This is an optimization exercise on Yosys and OpenROAD, whose aim is small area and a short achievable clock period, not a production implementation. Function was checked by simulation only, so behaviour that the tests miss may differ from the original.

// aes_round_top
module aes_round_top (
    input  wire         clk,
    input  wire         rst,
    input  wire         in_valid,
    input  wire [127:0] state_in,
    input  wire [127:0] round_key,
    output wire         out_valid,
    output wire [127:0] state_out
);
    reg [2:0] vld;
    always @(posedge clk) begin
        if (rst) vld <= 3'd0;
        else     vld <= {vld[1:0], in_valid};
    end
    assign out_valid = vld[2];
    wire [127:0] ark = state_in ^ round_key;
    wire [127:0] ark_q = ark;
    wire [127:0] mc;
    genvar c, i;
    generate
        for (c = 0; c < 4; c = c + 1) begin : g_col
            inv_mixcol u_mc (.x(ark_q[127 - 32*c -: 32]), .y(mc[127 - 32*c -: 32]));
        end
    endgenerate
    reg  [127:0] mc_q;
    always @(posedge clk) mc_q <= mc;
    wire [127:0] x0;
    wire [63:0] ti0;
    reg  [63:0] ti0_q;
    always @(posedge clk) ti0_q <= ti0;
    reg  [127:0] x0_q;
    always @(posedge clk) x0_q <= x0;
    wire [127:0] sb;
    generate
        for (i = 0; i < 16; i = i + 1) begin : g_sb
            sb_a u_sb_a (.y(mc_q[127 - 8*i -: 8]), .x(x0[8*i +: 8]), .ti(ti0[4*i +: 4]));
            sb_b u_sb_b (.x(x0_q[8*i +: 8]), .ti(ti0_q[4*i +: 4]), .s(sb[127 - 8*(4*(((i / 4) + (i % 4)) % 4) + (i % 4)) -: 8]));
        end
    endgenerate
    reg  [127:0] sb_q;
    always @(posedge clk) sb_q <= sb;
    assign state_out = sb_q;
endmodule
clock: 7.0 ns
lec_check: 0
cap_margin: 20
core_margin: 2
core_utilization: 50
place_density: 0.65
setup_slack_margin: 4.35
slew_margin: 20
synth_hierarchical: 1
synth_minimum_keep_size: 0
standard.sh (not shown) runs the stock make flow with config.mk's settings and CLKGATE_MAP_FILE= SYNTH_SCRIPT=/design/flow/synth_recipe.tcl, a recipe that flattens the netlist after the stock synthesis.
==> flow/flow/run.sh <==
#!/bin/bash
set -euo pipefail
export BUFFER_PORTS_ARGS="-buffer_cell sky130_fd_sc_hd__buf_1"
bash standard.sh > standard_flow.log 2>&1
Rerun with:
Settings changed: SETUP_SLACK_MARGIN 4.35 to 4.2.
After rerunning:
- global-route usage shrinks by 0.54 points
- die area does not change
- final cell count shrinks by 3.3%
- via count shrinks by 3.4%
- count of clock-buffer cells in the layout does not change
Rerun with:
Settings changed: CTS_CLUSTER_DIAMETER set to 100, CTS_CLUSTER_SIZE set to 30.
Die area does not change.
Synthesized area stays the same.
Routed wire length falls by about 2%.
Clock-buffer cell count goes down by 48.
Worst setup slack got worse by 0.046 ns.
Rerun with:
Settings changed: CORE_UTILIZATION 50 to 60, CTS_BUF_LIST set to sky130_fd_sc_hd__clkbuf_4 sky130_fd_sc_hd__clkbuf_8, CTS_CLUSTER_DIAMETER 100 to unset, CTS_CLUSTER_SIZE 30 to unset, PLACE_DENSITY 0.65 to 0.75.
The new run went through all stages and came out clean.
Non-clock buffer count shrinks by 22.
First-iteration DRC count goes down by a few percent.
Fmax rises slightly.
Count of clock-buffer cells in the layout grows by 91.
Rerun with:
Settings changed: CORE_UTILIZATION 60 to 50, CTS_BUF_LIST sky130_fd_sc_hd__clkbuf_4 sky130_fd_sc_hd__clkbuf_8 to unset, PLACE_DENSITY 0.75 to 0.65, SETUP_SLACK_MARGIN 4.2 to 4.05.
After rerunning: Setup slack loses 0.083 ns. Final area shrinks by a few percent. Final cell count rose by a few percent. Sequential share of layout area came out higher by 0.54 points. Non-clock buffer count came out lower by 26. Global-route usage shrinks by 3.1 points. Synthesized cell count stays the same. Clock skew shrinks by 0.0057 ns.

---

aes_round_top, a different RTL version from the one above (not shown whole).
Size in the first run: about 450 flip-flops.
## aes_round_top
module aes_round_top (
    input  wire         clk,
    input  wire         rst,
    input  wire         in_valid,
    input  wire [127:0] state_in,
    input  wire [127:0] round_key,
    output wire         out_valid,
    output wire [127:0] state_out
);
clock: 7.0 ns
lec_check: 0
cap_margin: 20
core_margin: 2
core_utilization: 50
place_density: 0.65
setup_slack_margin: 4.05
slew_margin: 20
synth_hierarchical: 1
synth_minimum_keep_size: 0
==> flow/flow/run.sh <==
#!/bin/bash
set -euo pipefail
export BUFFER_PORTS_ARGS="-buffer_cell sky130_fd_sc_hd__buf_2"
bash standard.sh > standard_flow.log 2>&1
Next try:
==> flow/flow/run.sh (replaced) <==
#!/bin/bash
set -euo pipefail
export BUFFER_PORTS_ARGS="-buffer_cell sky130_fd_sc_hd__buf_1"
bash standard.sh > standard_flow.log 2>&1
--- a/flow/config.mk
+++ b/flow/config.mk
@@ -9,6 +9,8 @@
 export CORE_MARGIN = 2
 export CORE_UTILIZATION = 50
+export CTS_CLUSTER_DIAMETER = 100
+export CTS_CLUSTER_SIZE = 30
 export PLACE_DENSITY = 0.65
-export SETUP_SLACK_MARGIN = 4.05
+export SETUP_SLACK_MARGIN = 4.1
 export SLEW_MARGIN = 20
 export SYNTH_HIERARCHICAL = 1
Worst setup slack improves by 88 ps.
Die area stays the same.
Register-to-register slack barely changes.
Clock skew is about the same.
Area after synthesis is unchanged.
Via count came out lower by 1.5%.
Cell area came out lower by 2.1%.
Next try:
--- a/flow/config.mk
+++ b/flow/config.mk
@@ -12,5 +12,5 @@
 export CTS_CLUSTER_SIZE = 30
 export PLACE_DENSITY = 0.65
-export SETUP_SLACK_MARGIN = 4.1
+export SETUP_SLACK_MARGIN = 4.2
 export SLEW_MARGIN = 20
 export SYNTH_HIERARCHICAL = 1
Result: The new run went through all stages and came out clean. Synthesized cell count stays the same. Global-route usage grows by 0.57 points. Clock-buffer cell count drops by 3.

afterwards: timing with drivers on the ports:
In the flow no input, the clock included, has a driving cell. The finished layouts below were timed again as built, in two steps.
Step 1 sets driving cells, clkbuf_16 on the clock port and buf_2 on the other inputs (assumed; they add their load-dependent delay and slew).
Step 2, shift: input delay + t, output delay - t, t = (earliest + latest rising clock arrival at the registers) / 2. This alone moves slack from input paths to output paths.
a / b / c = no drivers / after step 1 / after step 2; a / b = the first two.
run	shift t [ns]	setup slack, ns	worst register clock-pin slew, ns
the first run of note 1	0.640	4.352 / 4.370 / 3.736	0.07 / 0.07
the second run of note 1	0.645	4.256 / 4.273 / 3.650	0.06 / 0.06
the third run of note 1	0.627	4.210 / 4.248 / 3.620	0.11 / 0.11
the fourth run of note 1	0.690	4.223 / 4.228 / 3.568	0.07 / 0.07
the fifth run of note 1	0.641	4.140 / 4.179 / 3.538	0.07 / 0.07
the first run of note 2	0.661	4.031 / 4.075 / 3.414	0.06 / 0.06
the second run of note 2	0.641	4.119 / 4.147 / 3.506	0.11 / 0.11
the third run of note 2	0.633	4.185 / 4.218 / 3.586	0.12 / 0.12
After both steps setup and hold are still met in every run listed. The setup slack of the fourth run of note 1, which loses most, moves by +0.005 ns with the drivers and by -0.655 ns with both steps.
